This design comes from an exercise in tuning for small area on the open sky130 flow, not from production work.
The RTL was checked by simulation tests, not by an equivalence proof against the original design.
No activity file was given, so power comes from the tool's default toggle rates.

**config.mk**
```make
export PLATFORM = sky130hd
export DESIGN_NAME = RequestController
export DESIGN_NICKNAME = RequestController
export VERILOG_FILES = /design/flow/design.v
export SDC_FILE = /design/flow/constraint.sdc
export NUM_CORES = 4
export LEC_CHECK = 0
export CAP_MARGIN = 20
export CORE_AREA = 10 10 430 430
export DIE_AREA = 0 0 440 440
export SLEW_MARGIN = 20
```
**constraint.sdc**
```tcl
create_clock -name core_clock -period 10.0 [get_ports {clk}]
set_input_delay 2.0000 -clock core_clock [delete_from_list [all_inputs] [get_ports {clk}]]
set_output_delay 2.0000 -clock core_clock [all_outputs]
set_load 0.01 [all_outputs]
```
**design.v**
```verilog
module RequestController( 
                        input           clk,
                        input           rst,
                        input           af_full,
                        input           wdf_full,
                        input           rdf_valid,
                       input            i_rdf_rd_en,
                       input [2:0]      i_af_cmd_din,
                       input [30:0]     i_addr_din,
                       input            i_af_wr_en,
                       input [127:0]    i_wdf_din,
                       input [15:0]     i_wdf_mask_din,
                       input            i_wdf_wr_en,
                       input            i_stall,
                       input            d_rdf_rd_en,
                       input [2:0]      d_af_cmd_din,
                       input [30:0]     d_addr_din,
                       input            d_af_wr_en,
                       input [127:0]    d_wdf_din,
                       input [15:0]     d_wdf_mask_din,
                       input            d_wdf_wr_en,
                       input            d_stall,
                       input [30:0]     line_addr_din,
                       input            line_af_wr_en,
                       input [127:0]    line_wdf_din,
                       input [15:0]     line_wdf_mask_din,
                       input            line_wdf_wr_en,
                       input [30:0]     bypass_addr_din,
                       input            bypass_af_wr_en,
                       input [127:0]    bypass_wdf_din,
                       input [15:0]     bypass_wdf_mask_din,
                       input            bypass_wdf_wr_en,
                       input [30:0]     filler_addr_din,
                       input            filler_af_wr_en,
                       input [127:0]    filler_wdf_din,
                       input [15:0]     filler_wdf_mask_din,
                       input            filler_wdf_wr_en,
                       input            cmd_rdf_rd_en,
                       input            cmd_af_wr_en,
                       input [30:0]     cmd_addr_din,
                       input            pixel_rdf_rd_en,
                       input            pixel_af_wr_en,
                       input [30:0]     pixel_addr_din,
                       output             rdf_rd_en,
                       output reg [2:0]   af_cmd_din,
                       output reg [30:0]  addr_din,
                       output reg         af_wr_en,
                       output reg [127:0] wdf_din,
                       output reg [15:0]  wdf_mask_din,
                       output reg         wdf_wr_en,
                       output             i_rdf_valid,
                       output             i_af_full,
                       output             i_wdf_full,
                       output             d_rdf_valid,
                       output             d_af_full,
                       output             d_wdf_full,
                       output             line_af_full,
                       output             line_wdf_full,
                       output             bypass_af_full,
                       output             bypass_wdf_full,
                       output             filler_af_full,
                       output             filler_wdf_full,
                       output             pixel_rdf_valid,
                       output             pixel_af_full,
                       output 			cmd_rdf_valid,
                       output 			cmd_af_full
                       );
    localparam NO_ACCESS     = 3'b000;
    localparam D_ACCESS      = 3'b001;
    localparam I_ACCESS      = 3'b010;
    localparam FILLER_ACCESS = 3'b011;
    localparam LINE_ACCESS   = 3'b100;
    localparam PIXEL_ACCESS  = 3'b101;
    localparam BYPASS_ACCESS = 3'b110;
    localparam CMD_ACCESS 	 = 3'b111;
    reg  [2:0]  fifo_access;
    reg [10:0]  icache_req_num;
    reg [1:0]   icache_req_valid;
    reg [10:0]  dcache_req_num;
    reg [1:0]   dcache_req_valid;
    reg [10:0]  cmd_req_num;
    reg [1:0]   cmd_req_valid;
    reg [10:0]  issued_reads;
    reg [11:0]  serviced_reads;  
    wire fetch_issued;
    assign fetch_issued = af_wr_en && af_cmd_din == 3'b001 && !af_full && !wdf_full;
    always @(posedge clk) begin
        if(rst)
            issued_reads <= 11'b0;
        else if(fetch_issued)
            issued_reads <= issued_reads + 11'b1;
        else
            issued_reads <= issued_reads;
        if(rst)
            serviced_reads <= 12'b0;
        else if(rdf_valid)
            serviced_reads <= serviced_reads + 1;
        else
            serviced_reads <= serviced_reads;
        if(rst) begin
            icache_req_num <= 10'b0;
            icache_req_valid <= 2'b0;
        end else if(fifo_access == I_ACCESS && fetch_issued) begin
            icache_req_num <= issued_reads;
            icache_req_valid <= 2'b10;
        end else if(icache_req_num == serviced_reads[11:1] && icache_req_valid != 2'b00 && rdf_valid) begin
            icache_req_num <= icache_req_num;
            icache_req_valid <= icache_req_valid - 1;
        end else begin
            icache_req_num <= icache_req_num;
            icache_req_valid <= icache_req_valid;
        end
        if(rst) begin
            dcache_req_num <= 10'b0;
            dcache_req_valid <= 2'b0;
        end else if(fifo_access == D_ACCESS && fetch_issued) begin
            dcache_req_num <= issued_reads;
            dcache_req_valid <= 2'b10;
        end else if(dcache_req_num == serviced_reads[11:1] && dcache_req_valid != 2'b0 && rdf_valid) begin
            dcache_req_num <= dcache_req_num;
            dcache_req_valid <= dcache_req_valid - 1;
        end else begin
            dcache_req_num <= dcache_req_num;
            dcache_req_valid <= dcache_req_valid;
        end
        if(rst) begin
            cmd_req_num <= 10'b0;
            cmd_req_valid <= 2'b0;
        end else if(fifo_access == CMD_ACCESS && fetch_issued) begin
            cmd_req_num <= issued_reads;
            cmd_req_valid <= 2'b10;
        end else if(cmd_req_num == serviced_reads[11:1] && cmd_req_valid != 2'b0 && rdf_valid) begin
            cmd_req_num <= cmd_req_num;
            cmd_req_valid <= cmd_req_valid - 1;
        end else begin
            cmd_req_num <= cmd_req_num;
            cmd_req_valid <= cmd_req_valid;
        end
    end
    wire i_read, d_read, cmd_read;
    assign i_read = icache_req_valid != 2'b00 && icache_req_num == serviced_reads[11:1];
    assign d_read = dcache_req_valid != 2'b00 && dcache_req_num == serviced_reads[11:1];
    assign cmd_read = cmd_req_valid != 2'b00 && cmd_req_num == serviced_reads[11:1];
    assign rdf_rd_en = i_read ? i_rdf_rd_en :
                       d_read ? d_rdf_rd_en :
                       cmd_read ? cmd_rdf_rd_en:
                       pixel_rdf_rd_en;
    assign i_rdf_valid =  i_read ? rdf_valid : 1'b0;
    assign d_rdf_valid =  d_read ? rdf_valid : 1'b0;
    assign cmd_rdf_valid = cmd_read ? rdf_valid : 1'b0;
    assign pixel_rdf_valid = (i_read || d_read || cmd_read) ? 1'b0 : rdf_valid;
    reg line_reserved;
    reg filler_reserved;
    reg bypass_reserved;
    wire reserved;
    assign reserved = filler_reserved || line_reserved || bypass_reserved;
    always @(posedge clk) begin
        if(rst) 
            line_reserved <= 1'b0;
        else if (fifo_access == LINE_ACCESS && !wdf_full && !af_full) 
            line_reserved <= line_reserved + 1'b1;
        if(rst)
            bypass_reserved <= 1'b0;
        else if(fifo_access == BYPASS_ACCESS && !wdf_full && !af_full)
          bypass_reserved <= 1'b0;
        if(rst)
            filler_reserved <= 1'b0;
        else if(fifo_access == FILLER_ACCESS && !wdf_full && !af_full)
            filler_reserved <= filler_reserved + 1'b1;
    end
    always @(*) begin
        if((i_af_wr_en || i_wdf_wr_en) && !reserved) begin
            fifo_access  = I_ACCESS;
            af_cmd_din   = i_af_cmd_din;
            addr_din     = i_addr_din;
            af_wr_en     = i_af_wr_en && (!wdf_full &&  !af_full);
            wdf_din      = i_wdf_din;
            wdf_mask_din = i_wdf_mask_din;
            wdf_wr_en    = i_wdf_wr_en && (!wdf_full && !af_full);
        end
        else if((d_af_wr_en || d_wdf_wr_en) && !reserved) begin
            fifo_access  = D_ACCESS;
            af_cmd_din   = d_af_cmd_din;
            addr_din     = d_addr_din;
            af_wr_en     = d_af_wr_en && (!wdf_full && !af_full);
            wdf_din      = d_wdf_din;
            wdf_mask_din = d_wdf_mask_din;
            wdf_wr_en    = d_wdf_wr_en && (!wdf_full && !af_full);
        end
        else if((cmd_af_wr_en) && !reserved) begin
            fifo_access  = CMD_ACCESS;
            af_cmd_din   = 3'b001;
            addr_din     = cmd_addr_din;
            af_wr_en     = cmd_af_wr_en && !af_full && !wdf_full;
            wdf_din      = 128'b0;  
            wdf_mask_din = 16'hFFFF;  
            wdf_wr_en    = 1'b0;  
        end
        else if(pixel_af_wr_en && !filler_reserved && !line_reserved && !bypass_reserved) begin
            fifo_access  = PIXEL_ACCESS;
            af_cmd_din   = 3'b001;
            addr_din     = pixel_addr_din;
            af_wr_en     = pixel_af_wr_en && !af_full && !wdf_full;
            wdf_din      = 128'b0;  
            wdf_mask_din = 16'hFFFF;  
            wdf_wr_en    = 1'b0;  
        end
        else if((filler_af_wr_en || filler_wdf_wr_en) && !line_reserved && !bypass_reserved) begin
            fifo_access  = FILLER_ACCESS;
            af_cmd_din   = 3'b000;
            addr_din     = filler_addr_din;
            af_wr_en     = filler_af_wr_en && !wdf_full && !af_full;
            wdf_din      = filler_wdf_din;
            wdf_mask_din = filler_wdf_mask_din;
            wdf_wr_en    = filler_wdf_wr_en && !wdf_full && !af_full;
        end
        else if((line_af_wr_en || line_wdf_wr_en) && !filler_reserved && !bypass_reserved) begin
            fifo_access  = LINE_ACCESS;
            af_cmd_din   = 3'b000;
            addr_din     = line_addr_din;
            af_wr_en     = line_af_wr_en && !wdf_full && !af_full;
            wdf_din      = line_wdf_din;
            wdf_mask_din = line_wdf_mask_din;
            wdf_wr_en    = line_wdf_wr_en && !wdf_full && !af_full;
        end
        else begin 
            fifo_access  = NO_ACCESS;
            af_cmd_din   = i_af_cmd_din;
            addr_din     = i_addr_din;
            af_wr_en     = 1'b0;
            wdf_din      = i_wdf_din;
            wdf_mask_din = i_wdf_mask_din;
            wdf_wr_en    = 1'b0;
        end
    end
    assign i_af_full = fifo_access == I_ACCESS ?  af_full || wdf_full : 1'b1; 
    assign i_wdf_full = fifo_access == I_ACCESS ? wdf_full || af_full : 1'b1;
    assign d_af_full  = fifo_access == D_ACCESS ?  af_full || wdf_full : 1'b1;
    assign d_wdf_full = fifo_access == D_ACCESS ? wdf_full || af_full : 1'b1;
    assign filler_af_full  = fifo_access == FILLER_ACCESS  ? wdf_full || af_full : 1'b1;
    assign filler_wdf_full = fifo_access == FILLER_ACCESS  ? wdf_full || af_full : 1'b1;
    assign line_af_full  = fifo_access == LINE_ACCESS  ? af_full || wdf_full : 1'b1;
    assign line_wdf_full = fifo_access == LINE_ACCESS  ? wdf_full || af_full : 1'b1;
    assign bypass_af_full  = fifo_access == BYPASS_ACCESS  ? af_full || wdf_full : 1'b1;
    assign bypass_wdf_full = fifo_access == BYPASS_ACCESS  ? wdf_full || af_full : 1'b1;
    assign pixel_af_full  = fifo_access == PIXEL_ACCESS  ? af_full || wdf_full : 1'b1;
    assign cmd_af_full  = fifo_access == CMD_ACCESS  ? af_full || wdf_full : 1'b1;
endmodule
```
**run.sh**
```bash
#!/bin/bash
# synth_recipe.tcl (not shown) runs the flow's synth.tcl, then flattens the netlist and writes it again
# the make line also repeats each setting of config.mk as NAME=value (left out here)
make -C /OpenROAD-flow-scripts/flow DESIGN_CONFIG=/design/flow/config.mk WORK_HOME=/design/flow/orfs CLKGATE_MAP_FILE= SYNTH_SCRIPT=/design/flow/synth_recipe.tcl finish
```
==> qor.csv <==
metric,value,unit
Critical Path RT,8000,ps
Avg Inst Size Synth,5.769,um2
Slew Limit Fails,0,
worst path bufs/invs,4,
initial drt markers,1768,
Skew-Pair Late Insertion Delay,340,ps
largest net degree at the start of global routing,134,
hold slack,484.7,ps
global-route wire length before repair,204.6,mm
crit end category,primary output,
P_int,0.9929,mW
cell family with most CP delay,buffers and inverters,
Comb pwr share,0.623,
Rel. slew slack,0.2702,
crit share post-route,0.7687,
most common library cell in the layout ignoring fill and taps,clkdlybuf4s50_1,
Setup Crit Path Kind,input port to primary output,
Core Region,175700,um2
metal2 WL,80.88,mm
fmax,130.1,MHz
crit-path max FO,31,
Finished Cell Area,23330,um2
Rows,154,
Vias/cell,3.751,
final antenna-violating net count,0,
switching power,0.6217,mW
clock skew,6.374,ps
Final Hold Vio Count,0,
Area after DPL,22880,um2
DRC viols,0,
RSZ-0062 raised after global routing,false,
DRT Wirelength,167.2,mm
WL/cell,33.21,um
Clock Path Buffers,2,
Final Non-Filler Cells,5034,
uppermost layer routed,met5,
Resized cells post-CTS,0,
met1 WL,61.18,mm
Post CTS Setup Buffer Count,0,
ys async rst share,0,
Die W,440,um
I/O pin count,1163,
Yosys reg bits,64,
PD cells,69.22,nW/um2
IO buf count,981,
met3 wire length,18.82,mm
Final min period,7687,ps
critical path cell sequence,clkdlybuf4s50_1 -> o21ba_4 -> buf_4 -> buf_4 -> nand2_1 -> a311oi_1 -> a21oi_1 -> o21ai_0 -> clkdlybuf4s50_1,
Clk pwr share,0.215,
sw frac,0.3850,
maxcap violations,0,
placed insts,4978,
Final setup viols,0,
GRT Total Usage,0.1614,
vias in the first global route,17670,
startpoint types,input port,
CTS H-Tree Depth,3,
highest-delay cell along the critical path,clkdlybuf4s50_1,
"commonest non-fill, non-tap cells in the layout","980 x clkdlybuf4s50_1, 503 x nand2_1, 216 x nor2_1",
Post-CTS Hold Fix Bufs,0,
CTS root buffer,clkbuf_16,
clk sinks,64,
via count,18890,
ratio of cells with drive above 1 in the final layout,0.03580,
Synth Instances,1806,
Final #Nets,3620,
First-pass DRT Iterations,6,
CTS tree,yes,
post-synthesis sequential area ratio,0.1230,
Least-Margin Pin Slew,1085,ps
predominant post-synthesis flop cell,dfxtp_1,
outcome,finished clean,
initial antenna violation count,181,
dpl hpwl,149.7,mm
fin util,0.1327,
sequential power share,0.162,
Post-Syn Area,10420,um2
die area,193600,um2
GPL Wtd Cong,0.9676,
Die H,440,um
Area Overhead vs Synth,123.9,%
"Reg clk slew, reported paths",50,ps
Fin Setup TNS,0,ps
HP Class,register to register,
Arrival @ worst endpoint,5690,ps
delay of the slowest critical-path stage,710,ps
count of flip-flops with a built-in enable after synthesis,0,
Initial Util,0.05929,
CTS Buf Count,9,
Leakage,7.969,nW
final global-route overflow total,0,
worst vdd ir,0.08148,mV
Synth cell types,59,
Ys Warns,1,
## logic make-up (layout without fill, tap and decap cells)
group | count (synthesis) | count (layout) | synth area share
and+or+nand+nor | 831 | 831 | 0.3284
AOI/OAI and AO/OA | 614 | 614 | 0.3892
buffers and inverters | 208 | 1055 | 0.07890
DFF | 64 | 64 | 0.1230
xor gates and xnor gates | 49 | 49 | 0.04119
muxes | 34 | 34 | 0.03291
adders and majority gates | 5 | 5 | 0.006005
other | 1 | 42 | 0.0003599
## state kept, by name, summed over array words and instances, names as in the netlist
register and flops:
serviced_reads 12, cmd_req_num 11, dcache_req_num 11, icache_req_num 11, issued_reads 11, cmd_req_valid 2, dcache_req_valid 2, icache_req_valid 2
filler_reserved 1, line_reserved 1
## Yosys cell counts (6+ instances only)
cell type	number	share of area
a211oi_1	33	0.024
a21oi_1	193	0.093
a221o_1	31	0.030
a221oi_1	32	0.027
a311oi_1	128	0.11
a31oi_1	17	0.010
and3_1	6	0.0036
buf_1	22	0.0079
buf_4	9	0.0065
clkbuf_1	155	0.056
dfxtp_1	64	0.12
inv_1	16	0.0058
mux2i_1	32	0.031
nand2_1	504	0.18
nand2b_1	37	0.022
nand3_1	14	0.0067
nand4_1	7	0.0042
nor2_1	218	0.079
nor3_1	10	0.0048
o21ai_0	140	0.067
o22ai_1	16	0.0096
or2_2	9	0.0054
xnor2_1	23	0.019
xor2_1	26	0.022
## worst paths after layout
path / startpoint / end / slack (ps) / cells after the start
setup / recovery: line_af_wr_en / wdf_din[73] / 2310 / 9
hold / removal: issued_reads[10]$_SDFFE_PP0P_ / cmd_req_num[10]$_SDFFE_PP0P_ / 480 / 2
setup reg to reg: line_reserved$_SDFFE_PP0P_ / dcache_req_num[3]$_SDFFE_PP0P_ / 6140 / 7
hold reg to reg: issued_reads[10]$_SDFFE_PP0P_ / cmd_req_num[10]$_SDFFE_PP0P_ / 480 / 2
## power groups by stage
stage	Clock (mW)	Sequential, mW	Combinational, mW
2_1_floorplan	0	0.266	0.301
3_3_place_gp	0	0.267	1.01
3_5_place_dp	0	0.267	1.01
4_1_cts	0.349	0.262	1.02
5_1_grt	0.359	0.262	1.07
6_report	0.347	0.262	1.01
## area by class of cell
| cell class | instances | area, um2 |
|---|---|---|
| fill | 20430 | 152400 |
| sequential | 64 | 1281 |
| inverter | 16 | 60.06 |
| multi-input combinational | 1535 | 8403 |
| antenna | 40 | 100.1 |
| clock inverter | 1 | 30.03 |
| tap | 2340 | 2928 |
| timing repair buffer | 1023 | 10220 |
| clock buffer | 15 | 307.8 |
## worst reg2reg max path, cell delays in order, from the launching register on
cell,delay [ps]
dfxtp_1,490
or2_4,570
buf_4,610
buf_4,390
a32oi_1,190
a21boi_1,380
nand3_1,760
mux2i_1,380
## layer usage
layer / GRT usage / vias to the layer above
li1: - / 8173
met2: 0.2784 / 1193
met5: 0 / -
met4: 0.04965 / 116
met3: 0.07302 / 338
met1: 0.1761 / 9065
## metrics by stage
| step | setup slack, ps | total power [mW] |
|---|---|---|
| floorplan | 4313 | 0.5672 |
| global placement | 2224 | 1.281 |
| detailed placement | 2218 | 1.281 |
| CTS | 2212 | 1.631 |
| global route | 2103 | 1.689 |
| finish | 2313 | 1.615 |

-- re-timing with driven ports --
How much do the figures lean on ideal ports? The routed layout below was timed once more, with nothing changed but the port constraints.
Step 1 assumes that a clkbuf_16 drives the clock port and a buf_2 every other input.
Step 2 times the ports against the registers' clock, not the clock port: input delays grow and output delays shrink by t, the midpoint of the rising clock arrivals with the driver on.
a / b / c = no drivers / after step 1 / after step 2; a / b = the first two.
t (ns): 0.395
setup WS [ns]: 2.313 / 2.230 / 2.230
hold slack, ns: 0.485 / 0.485 / 0.485
latest minus earliest clock arrival (ns): 0.006 / 0.007
pins driven straight from the clock port: 1
After both steps setup and hold are still met in this run. The setup slack of this run moves by -0.083 ns with the drivers and by -0.083 ns with both steps.
